Source: an optimization exercise on an open RTL-to-GDS flow (aim: small area, a short achievable clock period and few clock cycles). Production flows keep margins and buffers that such runs may drop.
Only simulation tests tie the RTL to the original design; equivalence was not proved.
No activity file was given, so power comes from the tool's default toggle rates.

$ cat flow/run.sh
#!/bin/bash
# synth_recipe.tcl (not shown) runs the flow's synth.tcl, then flattens the netlist and writes it again
# the make line also repeats each setting of config.mk as NAME=value (left out here)
make -C /OpenROAD-flow-scripts/flow DESIGN_CONFIG=/design/flow/config.mk WORK_HOME=/design/flow/orfs CLKGATE_MAP_FILE= SYNTH_SCRIPT=/design/flow/synth_recipe.tcl finish
$ cat flow/design.v
`timescale 1ns / 1ps
module posted_pkt_scheduler(
    input clk,
	 input rst,
	 input [2:0]    max_pay_size,
	 input [63:0]   RX_FIFO_data,
	 output reg     RX_FIFO_RDEN,
	 input          RX_FIFO_pempty,
	 input          TX_desc_write_back_req,
	 output reg     TX_desc_write_back_ack,
	 input [63:0]   SourceAddr,
	 input [31:0]   DestAddr,
	 input [23:0]   FrameSize,
	 input [7:0]    FrameControl,
	 input [63:0]   DescAddr,
	 input          RXEnable,               
	 input [63:0]   RXBufAddr,
	 input [31:0]   RXBufSize,
	 output reg [63:0]   dma_write_data_fifo_data,
	 output reg          dma_write_data_fifo_wren,
	 input               dma_write_data_fifo_full,
	 output reg        go,
	 input             ack,
	 output reg [63:0] dmawad,
	 output     [9:0]  length,
	 input           posted_fifo_full,
	 output reg [31:0] Debug20RX1,
	 output reg [4:0]  Debug22RX3,
	 output reg [31:0] Debug24RX5,
	 output reg [31:0] Debug26RX7,
	 output reg [31:0] Debug27RX8,
	 output reg [31:0] Debug28RX9,
	 output reg [31:0] Debug29RX10
    );
	 localparam IDLE                = 5'b00000;
	 localparam TX_DESC_WRITE_BACK  = 5'b00001;
	 localparam TX_DESC_WRITE_BACK2 = 5'b00010;
	 localparam TX_DESC_WRITE_BACK3 = 5'b00011;
	 localparam TX_DESC_WRITE_BACK4 = 5'b00100;
	 localparam WAIT_FOR_ACK        = 5'b00101;
	 localparam RX_PACKET           = 5'b00110;
	 localparam RX_PACKET2          = 5'b00111;
    localparam RX_PACKET3          = 5'b01000;	 
	 localparam RX_PACKET4          = 5'b01001;
	 localparam RX_PACKET5          = 5'b01010;
	 localparam RX_PACKET6          = 5'b01011;
	 localparam RX_PACKET_WAIT_FOR_ACK = 5'b01100;
	 localparam RX_DESC_WAIT        = 5'b10011;
	 localparam RX_DESC             = 5'b01101;
	 localparam RX_DESC2            = 5'b01110;
	 localparam RX_CLEAR            = 5'b10000;
	 localparam RX_CLEAR2           = 5'b11111;
	 localparam RX_CLEAR_WAIT_FOR_ACK = 5'b10101;
	 localparam RX_CLEAR_WAIT         = 5'b11100;
	 reg [4:0] state;
	 localparam RX_FRAME_SIZE_BYTES = 13'h0070;     
	 localparam TX_DESC_SIZE_BYTES  = 13'h0020;     
	 localparam RX_DESC_SIZE_BYTES  = 13'h0010;     
	 reg [13:0]  cnt;             
	 reg [63:0]  fifo_data_pipe;  
    reg         firstData;       
	 reg [31:0]  RoundNumber;	   
	 reg [31:0]  RoundNumber_next;
	 (*EQUIVALENT_REGISTER_REMOVAL="NO"*) reg [63:0]  dmawad_now1, dmawad_now2;
    reg [63:0]  dmawad_next;     
	 reg [63:0]  dmawad_desc;     
	 reg  [12:0] length_byte;  
	 (*EQUIVALENT_REGISTER_REMOVAL="NO"*) reg [63:0]   RXBufAddr_r1, RXBufAddr_r2;
	 reg [31:0]   RXBufSize_r;
	 reg         rst_reg;	 
	 always@(posedge clk) rst_reg <= rst;
	 always@(posedge clk)begin
	    Debug20RX1[3:0]   <= state[3:0];
		 Debug20RX1[7:4]   <= {3'b000,firstData};		 
		 Debug20RX1[23:8]  <= {3'b000,length_byte[12:0]};
		 Debug20RX1[27:24] <= {1'b0,max_pay_size};
		 Debug20RX1[31:28] <= {3'b000,posted_fifo_full};		 
	 end
	 always@(posedge clk)begin
	    Debug22RX3[3:0]   <= {3'b000,dma_write_data_fifo_full};
		 Debug22RX3[4]     <= RX_FIFO_pempty;
	 end
    always@(posedge clk)begin
	    if (rst)
		    Debug24RX5 <= 32'h0000_0000;
		 else if (RX_FIFO_RDEN)
		    Debug24RX5 <= Debug24RX5 + 32'h0000_0001;
		 else
		    Debug24RX5 <= Debug24RX5;
	 end
    always@(posedge clk)begin
	    if(rst)
		    Debug26RX7 <= 32'h0000_0000;
		 else if (dma_write_data_fifo_wren)
		    Debug26RX7 <= Debug26RX7 + 32'h0000_0001;
		 else
		    Debug26RX7 <= Debug26RX7;
	 end
	 always@(posedge clk)begin
	    if (rst)
		    Debug27RX8 <= 32'h0000_0000;
		 else if (state == RX_PACKET)
		    Debug27RX8 <= Debug27RX8 + 32'h0000_0001;
		 else
		    Debug27RX8 <= Debug27RX8;
	 end
	 always@(posedge clk)begin
	    Debug28RX9  <= dmawad[31:0];
		 Debug29RX10 <= dmawad[63:32];
	 end
    always@(posedge clk)begin
	    RXBufAddr_r1 <= RXBufAddr;
		 RXBufAddr_r2 <= RXBufAddr;
		 RXBufSize_r <= RXBufSize;
	 end
	 wire [12:0] frame_size_bytes;     
	 wire [12:0] max_pay_size_bytes;   
assign max_pay_size_bytes =13'h0001<<(max_pay_size+7);
assign frame_size_bytes = (RX_FRAME_SIZE_BYTES <= max_pay_size_bytes) ? RX_FRAME_SIZE_BYTES : 
                                                                        max_pay_size_bytes; 
always@(posedge clk) begin
   if (rst_reg)
	    TX_desc_write_back_ack <= 1'b0;
   else if (state == TX_DESC_WRITE_BACK)
	    TX_desc_write_back_ack <= 1'b1;
	else
	    TX_desc_write_back_ack <= 1'b0;	    
end
always@(posedge clk) fifo_data_pipe[63:0] <= {RX_FIFO_data[15:0],RX_FIFO_data[31:16],
                                              RX_FIFO_data[47:32],RX_FIFO_data[63:48]};
always@ (posedge clk) begin
   if (rst_reg) begin
	    state <= IDLE;
		 RX_FIFO_RDEN <= 1'b0;
		 dma_write_data_fifo_wren <= 1'b0;
		 dma_write_data_fifo_data <= 64'h0000_0000_0000_0000;
		 go <= 1'b0;
		 firstData <= 1'b1;
		 cnt <= 13'h0000;
	end else begin
	    case (state)
		   IDLE : begin
			      cnt <= 13'h0000;
			      go <= 1'b0;
					RX_FIFO_RDEN <= 1'b0;
		         dma_write_data_fifo_wren <= 1'b0;
		         dma_write_data_fifo_data <= 64'h0000_0000_0000_0000;
					if(~posted_fifo_full & ~dma_write_data_fifo_full) begin
			         if(TX_desc_write_back_req)
				        state <= TX_DESC_WRITE_BACK;
			         else if (~RX_FIFO_pempty) begin
					        firstData <= 1'b0;
							  RX_FIFO_RDEN <= 1'b1;
					        cnt <= frame_size_bytes;
                       state <= RX_CLEAR;
					     end
				      else
				        state <= IDLE;
					end else
					    state <= IDLE;
				end
			TX_DESC_WRITE_BACK : begin      
			      go <= 1'b0;
					RX_FIFO_RDEN <= 1'b0;
			      dma_write_data_fifo_wren <= 1'b1;
					dma_write_data_fifo_data[63:0] <= 64'h0000_0000_0000_0000;
               state <= TX_DESC_WRITE_BACK2;					
			   end
			TX_DESC_WRITE_BACK2 : begin
			      go <= 1'b0;
					RX_FIFO_RDEN <= 1'b0;
					dma_write_data_fifo_wren <= 1'b1;
					dma_write_data_fifo_data[63:0] <= SourceAddr;
					state <= TX_DESC_WRITE_BACK3;
			   end
			TX_DESC_WRITE_BACK3 : begin
			      go <= 1'b0;
					RX_FIFO_RDEN <= 1'b0;
					dma_write_data_fifo_wren <= 1'b1;
					dma_write_data_fifo_data[63:0] <= {32'h0000_0000,DestAddr};
					state <= TX_DESC_WRITE_BACK4;
			   end
			TX_DESC_WRITE_BACK4 : begin
			      go <= 1'b1;
					RX_FIFO_RDEN <= 1'b0;
					dma_write_data_fifo_wren <= 1'b1;
					dma_write_data_fifo_data[63:0] <= {32'h0000_0000,FrameControl,FrameSize};
					state <= WAIT_FOR_ACK;
			   end
			WAIT_FOR_ACK : begin
			      RX_FIFO_RDEN <= 1'b0;
			      dma_write_data_fifo_wren <= 1'b0;
					dma_write_data_fifo_data[63:0] <= 64'h0000_0000_0000_0000;
					if(ack) begin
					  go <= 1'b0;
					  state <= IDLE;
					end else begin
					      go <= 1'b1;
					      state <= WAIT_FOR_ACK;
					end
			   end
			RX_CLEAR : begin
			      RX_FIFO_RDEN <= 1'b0;
			      go <= 1'b0;
					dma_write_data_fifo_wren <= 1'b1;
					dma_write_data_fifo_data[63:0] <= {64'h0000_0000_0000_0000};
					state <= RX_CLEAR2;
			   end
			RX_CLEAR2 : begin
			      RX_FIFO_RDEN <= 1'b0;
			      go <= 1'b1;
					dma_write_data_fifo_wren <= 1'b1;
					dma_write_data_fifo_data[63:0] <= {32'h0000_0000,RoundNumber};
					state <= RX_CLEAR_WAIT_FOR_ACK;	
			   end
			RX_CLEAR_WAIT_FOR_ACK : begin
			      RX_FIFO_RDEN <= 1'b0;
					dma_write_data_fifo_wren <= 1'b0;
					dma_write_data_fifo_data[63:0] <= 64'h0000_0000_0000_0000;
					if(ack) begin
					   go <= 1'b0;
						if (~posted_fifo_full & ~dma_write_data_fifo_full)
							state <= RX_PACKET;
						else
						   state <= RX_CLEAR_WAIT;
					end else begin
					   go <= 1'b1;
						state <= RX_CLEAR_WAIT_FOR_ACK;
					end
			   end
			RX_CLEAR_WAIT : begin
			      if (~posted_fifo_full & ~dma_write_data_fifo_full)
						state <= RX_PACKET;
					else
						state <= RX_CLEAR_WAIT;
			end
			RX_PACKET : begin
			      go <= 1'b0;
					cnt <= cnt - 13'h0008;
					RX_FIFO_RDEN <= 1'b1;
					dma_write_data_fifo_wren <= 1'b0;
					dma_write_data_fifo_data[63:0] <= 64'h0000_0000_0000_0000;
			      state <= RX_PACKET2;
			   end
			RX_PACKET2 : begin
			      go <= 1'b0;
					cnt <= cnt - 13'h0008;
					RX_FIFO_RDEN <= 1'b1;
					dma_write_data_fifo_wren <= 1'b0;
					dma_write_data_fifo_data[63:0] <= 64'h0000_0000_0000_0000;
					state <= RX_PACKET3;
			   end
			RX_PACKET3 : begin
			      go <= 1'b0;
			      RX_FIFO_RDEN <= 1'b1;
					dma_write_data_fifo_wren <= 1'b1;
					dma_write_data_fifo_data[63:0] <= fifo_data_pipe[63:0];
			      if (cnt == 13'h0010) begin
					   state <= RX_PACKET4;
					end else begin
					      cnt   <= cnt - 13'h0008;
							state <= RX_PACKET3;
					end
			   end
			RX_PACKET4 : begin
			      go <= 1'b0;
					RX_FIFO_RDEN <= 1'b0;
					dma_write_data_fifo_wren <= 1'b1;
					dma_write_data_fifo_data[63:0] <= fifo_data_pipe[63:0];
					state <= RX_PACKET5;
			   end
			RX_PACKET5 : begin
			      go <= 1'b0;
					RX_FIFO_RDEN <= 1'b0;
					dma_write_data_fifo_wren <= 1'b1;
					dma_write_data_fifo_data[63:0] <= fifo_data_pipe[63:0];
					state <= RX_PACKET6;
			   end
			RX_PACKET6 : begin
			      go <= 1'b1;
					RX_FIFO_RDEN <= 1'b0;
					dma_write_data_fifo_wren <= 1'b1;
					dma_write_data_fifo_data[63:0] <= fifo_data_pipe[63:0];
					state <= RX_PACKET_WAIT_FOR_ACK;
			   end
			RX_PACKET_WAIT_FOR_ACK : begin
			      RX_FIFO_RDEN <= 1'b0;
					dma_write_data_fifo_wren <= 1'b0;
					dma_write_data_fifo_data[63:0] <= 64'h0000_0000_0000_0000;
					if(ack) begin
					   go <= 1'b0;
						if (~posted_fifo_full & ~dma_write_data_fifo_full)
							state <= RX_DESC;
						else
						   state <= RX_DESC_WAIT;
					end else begin
					   go <= 1'b1;
						state <= RX_PACKET_WAIT_FOR_ACK;
					end
			   end
			RX_DESC_WAIT : begin
			      if (~posted_fifo_full & ~dma_write_data_fifo_full)
						state <= RX_DESC;
					else
					   state <= RX_DESC_WAIT;
			end
			RX_DESC : begin
			      RX_FIFO_RDEN <= 1'b0;
			      go <= 1'b0;
					dma_write_data_fifo_wren <= 1'b1;
					dma_write_data_fifo_data[63:0] <= 64'hFFFF_FFFF_FFFF_FFFF;	 
					state <= RX_DESC2;
			   end
			RX_DESC2 : begin
			      RX_FIFO_RDEN <= 1'b0;
			      go <= 1'b1;
					dma_write_data_fifo_wren <= 1'b1;
               dma_write_data_fifo_data[63:0] <= {32'h0000_0000,RoundNumber};
					state <= WAIT_FOR_ACK;					
			   end
			default: begin
			      go <= 1'b0;
					RX_FIFO_RDEN <= 1'b0;
					dma_write_data_fifo_wren <= 1'b0;
					dma_write_data_fifo_data[63:0] <= 64'h0000_0000_0000_0000;
					state <= IDLE;
			   end
		endcase
	end
end
always@(posedge clk) begin
   if(firstData | rst_reg) begin
	   dmawad_next <= RXBufAddr_r1;
		RoundNumber_next <= 32'h0000_0000;
	end else if (state == RX_PACKET3) begin
		if((dmawad_now2 + 64'h0000_0000_0000_0080) >= (RXBufAddr_r2+RXBufSize_r)) begin
		   dmawad_next <= RXBufAddr_r1;
			RoundNumber_next <= RoundNumber + 32'h0000_0001;
		end else begin
		   dmawad_next <= dmawad_now1 + 64'h0000_0000_0000_0080;
			RoundNumber_next <= RoundNumber_next;
		end
	end else begin
	      dmawad_next <= dmawad_next;
			RoundNumber_next <= RoundNumber_next;
		 end
end
always@(posedge clk)begin
   if(state == IDLE)begin
	   dmawad_now1 <= dmawad_next;
		dmawad_now2 <= dmawad_next;
		RoundNumber <= RoundNumber_next;
	end else begin
	   dmawad_now1 <= dmawad_now1;
		dmawad_now2 <= dmawad_now2;
		RoundNumber <= RoundNumber;
	end		
end
always@(posedge clk) begin
   if(rst_reg) begin
	   dmawad      <= 64'h0000_0000_0000_0000;
	end else if (state == TX_DESC_WRITE_BACK) begin
	      dmawad      <= DescAddr;
	end else if (state == RX_CLEAR) begin
	      if((dmawad_now2 + 64'h0000_0000_0000_0080) >= (RXBufAddr_r2+RXBufSize_r)) begin
		      dmawad <= RXBufAddr_r1;
		   end else begin
			   dmawad <= dmawad_now1 + 64'h0000_0000_0000_0080;
		   end
	end else if (state == RX_PACKET) begin     
	      dmawad      <= dmawad_now1 + 64'h0000_0000_0000_0010;
	end else if (state == RX_DESC) begin
	      dmawad      <= dmawad_now1;
	end else begin
	      dmawad      <= dmawad;
	end
end
always@(posedge clk) begin
   if(rst_reg)
	   length_byte[12:0] <= 13'h0000;
	else if (state == TX_DESC_WRITE_BACK)
	   length_byte[12:0] <= TX_DESC_SIZE_BYTES[12:0];
	else if (state == RX_CLEAR)
	   length_byte[12:0] <= RX_DESC_SIZE_BYTES[12:0];
	else if (state == RX_PACKET)
	   length_byte[12:0] <= frame_size_bytes[12:0];
	else if (state == RX_DESC)
	   length_byte[12:0] <= RX_DESC_SIZE_BYTES[12:0];
	else
	   length_byte <= length_byte;
end
assign length[9:0] = length_byte[11:2];
endmodule
`timescale 1ns / 1ps
module posted_pkt_builder(
    input clk,
    input rst,
    input [15:0] req_id,  
	 input posted_fifo_full,
    input go,
    output reg ack,
    input [63:0] dmawad,
    input [9:0] length,
    output reg [63:0] header_data_out,
    output reg header_data_wren
);
localparam IDLE = 4'h0; 
localparam HEAD1 = 4'h1; 
localparam HEAD2 = 4'h2;
localparam WAIT_FOR_GO_DEASSERT = 4'h3;
localparam rsvd = 1'b0;  
localparam MWr = 5'b00000;  
localparam TC = 3'b000;     
localparam TD = 1'b0;       
localparam EP = 1'b0;       
localparam ATTR = 2'b00;  
localparam LastBE = 4'b1111;  
localparam FirstBE = 4'b1111; 
wire [1:0] fmt;
reg [3:0] state;
reg [63:0] dmawad_reg;
reg   rst_reg;
always@(posedge clk) rst_reg <= rst;
assign fmt[1:0] = (dmawad_reg[63:32] == 0) ? 2'b10 : 2'b11;
always@(posedge clk)begin
  if(rst_reg)begin
    dmawad_reg[63:0] <= 0;
  end else if(go)begin
    dmawad_reg <= dmawad;
  end
end
always @ (posedge clk) begin
  if (rst_reg) begin
      header_data_out <= 0;
      header_data_wren <= 1'b0;
      ack <= 1'b0;
      state <= IDLE;
  end else begin
      case (state)
        IDLE : begin
           header_data_out <= 0;
           header_data_wren <= 1'b0;
           ack <= 1'b0;
           if(go & ~posted_fifo_full)    
             state<= HEAD1;
           else
             state<= IDLE;
         end
         HEAD1 : begin
           header_data_out <= {rsvd,fmt[1:0],MWr,rsvd,TC,rsvd,rsvd,rsvd,rsvd,
                               TD,EP,ATTR,rsvd,rsvd,length[9:0],req_id[15:0],
                               8'b00000000 ,LastBE,FirstBE};
           ack <= 0;
           header_data_wren <= 1'b1;
           state <= HEAD2;
         end
         HEAD2 : begin
             header_data_out <= (fmt[0]==1'b1) 
                                ? {dmawad_reg[63:2],2'b00} 
                                : {dmawad_reg[31:2], 2'b00, dmawad_reg[63:32]};
             header_data_wren <= 1'b1;
             ack <= 1'b1;  
             state <= WAIT_FOR_GO_DEASSERT;
         end
         WAIT_FOR_GO_DEASSERT: begin 
             header_data_out <= 0;
             header_data_wren <= 1'b0;
             ack <= 1'b0;
             state <= IDLE;
         end
         default : begin
             header_data_out <= 0;
             header_data_wren <= 1'b0;
             ack <= 1'b0; 
             state <= IDLE;
         end
      endcase
   end
 end
endmodule
`timescale 1ns / 1ps
module posted_pkt_gen_sora(
    input clk, 
    input rst, 
	 input        TX_desc_write_back_req,
	 output       TX_desc_write_back_ack,
	 input [63:0] SourceAddr,
    input [31:0] DestAddr,
    input [23:0] FrameSize,
    input [7:0]  FrameControl,
	 input [63:0] DescAddr,              
	 input        RXEnable,
	 input [63:0] RXBufAddr,
	 input [31:0] RXBufSize,
	 input [2:0]  max_pay_size,
    input [15:0] req_id,
    output        posted_fifo_wren, 
    output [63:0] posted_fifo_data,
    input         posted_fifo_full,    
	 output [63:0] dma_write_data_fifo_data,
	 output        dma_write_data_fifo_wren,
	 input         dma_write_data_fifo_full,	 
	 input [63:0] RX_FIFO_data,
	 output       RX_FIFO_RDEN,
	 input        RX_FIFO_pempty,
	 output [31:0] Debug20RX1,
	 output [4:0]  Debug22RX3,
	 output [31:0] Debug24RX5,
	 output [31:0] Debug26RX7,
	 output [31:0] Debug27RX8,
	 output [31:0] Debug28RX9,
	 output [31:0] Debug29RX10
    );
wire [63:0] dmawad_reg;
wire [9:0]  length;
wire ack,go;  
    posted_pkt_scheduler posted_pkt_scheduler_inst (
	              .clk(clk),
					  .rst(rst),
					  .max_pay_size(max_pay_size),
					  .RX_FIFO_data           (RX_FIFO_data),
					  .RX_FIFO_RDEN           (RX_FIFO_RDEN),
					  .RX_FIFO_pempty         (RX_FIFO_pempty),
					  .TX_desc_write_back_req (TX_desc_write_back_req),
					  .TX_desc_write_back_ack (TX_desc_write_back_ack),
					  .SourceAddr             (SourceAddr),
					  .DestAddr               (DestAddr),
					  .FrameSize              (FrameSize),
					  .FrameControl           (FrameControl),
	              .DescAddr               (DescAddr),
					  .RXEnable               (RXEnable),
					  .RXBufAddr              (RXBufAddr),
					  .RXBufSize              (RXBufSize),
					  .dma_write_data_fifo_data (dma_write_data_fifo_data),
					  .dma_write_data_fifo_wren (dma_write_data_fifo_wren),
					  .dma_write_data_fifo_full (dma_write_data_fifo_full),
					  .go(go),
					  .ack(ack),
					  .dmawad(dmawad_reg[63:0]),
					  .length(length[9:0]),
					  .posted_fifo_full(posted_fifo_full),
	              .Debug20RX1(Debug20RX1),
	              .Debug22RX3(Debug22RX3),
					  .Debug24RX5(Debug24RX5),
					  .Debug26RX7(Debug26RX7),
					  .Debug27RX8(Debug27RX8),
					  .Debug28RX9(Debug28RX9),
					  .Debug29RX10(Debug29RX10)
	              );
    posted_pkt_builder posted_pkt_builder_inst(    
                .clk(clk),
                .rst(rst),
                .req_id(req_id[15:0]), 
					 .posted_fifo_full(posted_fifo_full),
                .go(go),
                .ack(ack),
                .dmawad(dmawad_reg[63:0]),
                .length(length[9:0]),
                .header_data_out(posted_fifo_data[63:0]),
                .header_data_wren(posted_fifo_wren)
                );
endmodule
`timescale 1ns / 1ps
module rx_dma_write_gen(
    input         clk,
    input         rst,
    input         TX_desc_write_back_req,
    output        TX_desc_write_back_ack,
    input  [63:0] SourceAddr,
    input  [31:0] DestAddr,
    input  [23:0] FrameSize,
    input  [7:0]  FrameControl,
    input  [63:0] DescAddr,
    input  [63:0] RXBufAddr,
    input  [31:0] RXBufSize,
    input  [2:0]  max_pay_size,
    input  [15:0] req_id,
    output        posted_fifo_wren,
    output [63:0] posted_fifo_data,
    input         posted_fifo_full,
    output [63:0] dma_write_data_fifo_data,
    output        dma_write_data_fifo_wren,
    input         dma_write_data_fifo_full,
    input  [63:0] RX_FIFO_data,
    output        RX_FIFO_RDEN,
    input         RX_FIFO_pempty
    );
posted_pkt_gen_sora posted_pkt_gen_sora_inst(
    .clk(clk),
    .rst(rst),
    .TX_desc_write_back_req(TX_desc_write_back_req),
    .TX_desc_write_back_ack(TX_desc_write_back_ack),
    .SourceAddr(SourceAddr),
    .DestAddr(DestAddr),
    .FrameSize(FrameSize),
    .FrameControl(FrameControl),
    .DescAddr(DescAddr),
    .RXEnable(1'b1),
    .RXBufAddr(RXBufAddr),
    .RXBufSize(RXBufSize),
    .max_pay_size(max_pay_size),
    .req_id(req_id),
    .posted_fifo_wren(posted_fifo_wren),
    .posted_fifo_data(posted_fifo_data),
    .posted_fifo_full(posted_fifo_full),
    .dma_write_data_fifo_data(dma_write_data_fifo_data),
    .dma_write_data_fifo_wren(dma_write_data_fifo_wren),
    .dma_write_data_fifo_full(dma_write_data_fifo_full),
    .RX_FIFO_data(RX_FIFO_data),
    .RX_FIFO_RDEN(RX_FIFO_RDEN),
    .RX_FIFO_pempty(RX_FIFO_pempty),
    .Debug20RX1(),
    .Debug22RX3(),
    .Debug24RX5(),
    .Debug26RX7(),
    .Debug27RX8(),
    .Debug28RX9(),
    .Debug29RX10()
    );
endmodule
$ cat flow/constraint.sdc
create_clock -name core_clock -period 6.5 [get_ports {clk}]
set_input_delay 1.3000 -clock core_clock [delete_from_list [all_inputs] [get_ports {clk}]]
set_output_delay 1.3000 -clock core_clock [all_outputs]
set_load 0.01 [all_outputs]
$ cat flow/config.mk
export PLATFORM = sky130hd
export DESIGN_NAME = rx_dma_write_gen
export DESIGN_NICKNAME = rx_dma_write_gen
export VERILOG_FILES = /design/flow/design.v
export SDC_FILE = /design/flow/constraint.sdc
export NUM_CORES = 4
export LEC_CHECK = 0
export CAP_MARGIN = 20
export CORE_MARGIN = 2
export CORE_UTILIZATION = 40
export PLACE_DENSITY = 0.6
export SETUP_SLACK_MARGIN = 0.3
export SLEW_MARGIN = 20
==> run_results.csv <==
group,metric,value,unit
sta,worst_pin_slew,1190,ps
power_and_ir_drop,p_int,8.57,mW
cts,clkTransAtPathRegs,60,ps
synthesis,yosysUniqueCellTypes,99,
sta,fmax,0.166,GHz
final_layout,drive_above_1_share,8.34,%
detailed_routing,drt-pass1-iter-count,6,
synthesis,netlist_area,29000,um2
worst_setup_path,crit_fanout,16,
worst_setup_path,cp-start-kind,"flip-flop",
final_layout,area_delta_synth_final,29.8,%
final_layout,fin_util,52.5,%
sta,min_period_over_period,92.7,%
sta,finalHoldViolCount,0,
cts,clk_latency,630,ps
cts,cts.htree.levels,3,
final_layout,layout_common_cells,"clkdlybuf4s50_1 (505), dfxtp_1 (480), nor2_1 (336)",
synthesis,synthArstFlopShare,0,%
worst_setup_path,cp.required,6860,ps
sta,min_period,6020,ps
job,drv_cap,0,
sta,setup_viol,0,
worst_setup_path,crit_path_end_kind,"flip-flop",
final_layout,layout_commonest_cell,"clkdlybuf4s50_1",
detailed_routing,wire_per_inst,23.9,um
sta,setup_slack,478,ps
power_and_ir_drop,power.switching,4.33,mW
worst_setup_path,critPathArrivalTime,6380,ps
synthesis,synthesis.nets,3380,
power_and_ir_drop,p_per_area,343,nW/um2
synthesis,ys_ff_latch,642,
die,start_util,40.5,%
detailed_routing,drcViolationCount,0,
worst_setup_path,reg2reg_depth,22,
grt,grt_start_max_net_pins,82,
worst_setup_path,crit_type,"reg -> reg",
cts,cts_tree,"done",
power_and_ir_drop,pwr-share-seq,42.5,%
power_and_ir_drop,power,12.9,mW
die,die_y,273,um
cts,cts_made_buffers,72,
detailed_routing,drt_wl_total,105,mm
final_layout,finalNetCount,3841,
detailed_routing,vias,25100,
synthesis,syn_avg_cell_area,9.99,um2
cts,cts-root-buf,"clkbuf_16",
die,ios,509,
sta,slew_headroom,20.4,%
place,place_hpwl,75.6,mm
synthesis,syn_inst,2899,
cts,clockBufferDepth,3,
power_and_ir_drop,p_leak,13.8,nW
place,gp_congestion,0.919,
synthesis,synth_edf_count,160,
die,die_area,74600,um2
synthesis,synth-main-ff-cell,"dfxtp_1",
synthesis,yosys_warnings,2,
sta,setup-tns-final,0,ps
power_and_ir_drop,p_sw_share,33.6,%
grt,overflow,0,
die,chipWidth,273,um
sta,holdWs,396,ps
synthesis,yosysSeqAreaShare,49.9,%
grt,grt_pass1_vias,23900,
sta,rsz0062_at_grt,"false",
power_and_ir_drop,ir_drop,0.276,mV
worst_hold_path,hold_path_class,"reg -> reg",
sta,fin_skew,34.8,ps
cts,clock_sinks,642,
grt,grt_pass1_wl,152,mm
detailed_routing,antenna_left,0,
detailed_routing,drt_iter0_drc,2456,
sta,finalMaxSlewViolations,0,
place,port_buffers,505,
cts,holdBufCountCts,0,
power_and_ir_drop,p_clk_share,32.2,%
run_status,outcome,"no timing/DRC/antenna violations",
worst_hold_path,hold_depth,0,
grt,track_usage,26.7,%
power_and_ir_drop,p_comb_share,25.3,%
place,place_ws,246,ps
detailed_routing,via_per_inst,5.74,
die,core-area,71600,um2
die,rows,98,
grt,antenna_found_initial,4,
## stage by stage
step	std cells	instance area (um2)
floorplan	2899	29000
global placement	4233	35000
detailed placement	4233	35000
CTS	4365	37500
global route	4371	37600
finish	4371	37600
## cell type report
| type | instances | area, um2 |
|---|---|---|
| Antenna cell | 3 | 7.51 |
| Multi-Input combinational cell | 2056 | 13800 |
| Clock buffer | 112 | 2230 |
| Tap cell | 950 | 1190 |
| Timing Repair Buffer | 560 | 5610 |
| Fill cell | 6440 | 34000 |
| Inverter | 28 | 108 |
| Clock inverter | 20 | 189 |
| Sequential cell | 642 | 14500 |
## cell families (layout without fill, tap and decap cells)
| kind of cell | after synthesis | after routing | synth area share, % |
|---|---|---|---|
| simple gates | 968 | 968 | 16.0 |
| buf+inv | 201 | 720 | 2.95 |
| mux | 170 | 170 | 6.14 |
| xor+xnor | 202 | 202 | 6.19 |
| other cells | 0 | 3 | 0 |
| flops | 642 | 642 | 49.9 |
| compound gates | 612 | 612 | 14.3 |
| fa+ha+maj | 104 | 104 | 4.52 |
## what timing repair did
action                                  4_1_cts  5_1_grt
cloned                                        0        1
gates resized for setup                       3       14
pin swaps                                     0        1
endpoints found under the setup margin       87      151
buffers inserted                              0        1
## power by group through the flow
stage	Clock, mW	Sequential (mW)	Combinational, mW
2_1_floorplan	0	5.23	2.13
3_3_place_gp	0	5.54	3.11
3_5_place_dp	0	5.56	3.18
4_1_cts	4.22	5.48	3.20
5_1_grt	4.38	5.53	3.55
6_report	4.15	5.48	3.26
## critical path, cell delays in order, from the launching register on
cell       delay (ps)
dfxtp_1           350
ha_2              430
nand4_1           170
nor3_2            260
a311oi_2           70
buf_4             170
nand3b_2          150
a311oi_2          170
o41a_4            590
o31a_4            430
nor3b_2           220
xnor2_1            90
ha_1              300
nand4_1           140
nor4_1            300
buf_4             170
and4_2            340
and3_1            270
o21ai_2           130
nand3_4           160
or2_4             220
clkbuf_16         240
mux2_2            340
## path summary, 6_finish.rpt
check | to | slack, ps
hold / removal | flip-flop | 400
setup / recovery | flip-flop | 480
setup reg to reg | flip-flop | 480
hold reg to reg | flip-flop | 400
## routing by layer
metal | track usage [%] | up-vias | wire (um)
li1 | - | 11500 | -
met1 | 35.7 | 12200 | 43600
met2 | 43.4 | 1155 | 48900
met3 | 4.90 | 174 | 8810
met4 | 9.06 | 0 | 3340
met5 | 0 | - | 0
## synthesized netlist by cell type (6+ instances only)
cell	number	share of area, %
a211oi_1	43	1.1
a21o_1	38	0.98
a21oi_1	174	3.0
a221oi_1	71	2.1
a222oi_1	32	1.1
a22oi_1	29	0.75
a31oi_1	45	0.97
and2_1	19	0.41
and3_1	42	0.91
and4_1	9	0.27
buf_1	18	0.23
buf_2	15	0.26
clkbuf_1	129	1.7
dfxtp_1	482	33
edfxtp_1	160	17
ha_1	103	4.4
inv_1	28	0.36
mux2_1	21	0.82
mux2_2	41	1.6
mux2i_1	108	3.7
nand2_1	207	2.7
nand2b_1	15	0.32
nand3_1	67	1.2
nand4_1	41	0.89
nor2_1	340	4.4
nor2b_1	20	0.43
nor3_1	130	2.2
nor4_1	20	0.43
o21ai_0	92	1.6
o21ai_1	6	0.10
o21bai_1	6	0.16
o221ai_1	6	0.18
o22ai_1	6	0.13
o31ai_1	9	0.23
or3_1	7	0.15
xnor2_1	83	2.5
xor2_1	116	3.5
Testbench counts, summed over its fixed seeds: cycles 32,832.

port drivers added, routing unchanged:
In the flow no input, the clock included, has a driving cell. The finished layout below was timed again as built, in two steps.
Step 1 (the two cells are an assumption about what drives the block):
set clk [get_ports {clk}]
set_driving_cell -lib_cell sky130_fd_sc_hd__clkbuf_16 $clk
set_driving_cell -lib_cell sky130_fd_sc_hd__buf_2 [delete_from_list [all_inputs] $clk]
Step 2 moves the port delays by t, midway between the first and last clock arrival at a register: inputs arrive t later, outputs are due t later. That takes back most of the time a late clock gives input paths.
Slacks: ideal / step 1 / step 2; pairs: ideal / step 1.
shift t [ns]: 0.676
setup WS [ns]: 0.478 / 0.478 / 0.478
clock arrival spread, ns: 0.035 / 0.035
worst data-port slew with drivers (ns): 0.14
cell pins on the clock port's net: 1
After both steps this run still meets setup and hold. For this run, drivers alone change the setup slack by 0.000 ns; drivers and shift together by 0.000 ns.
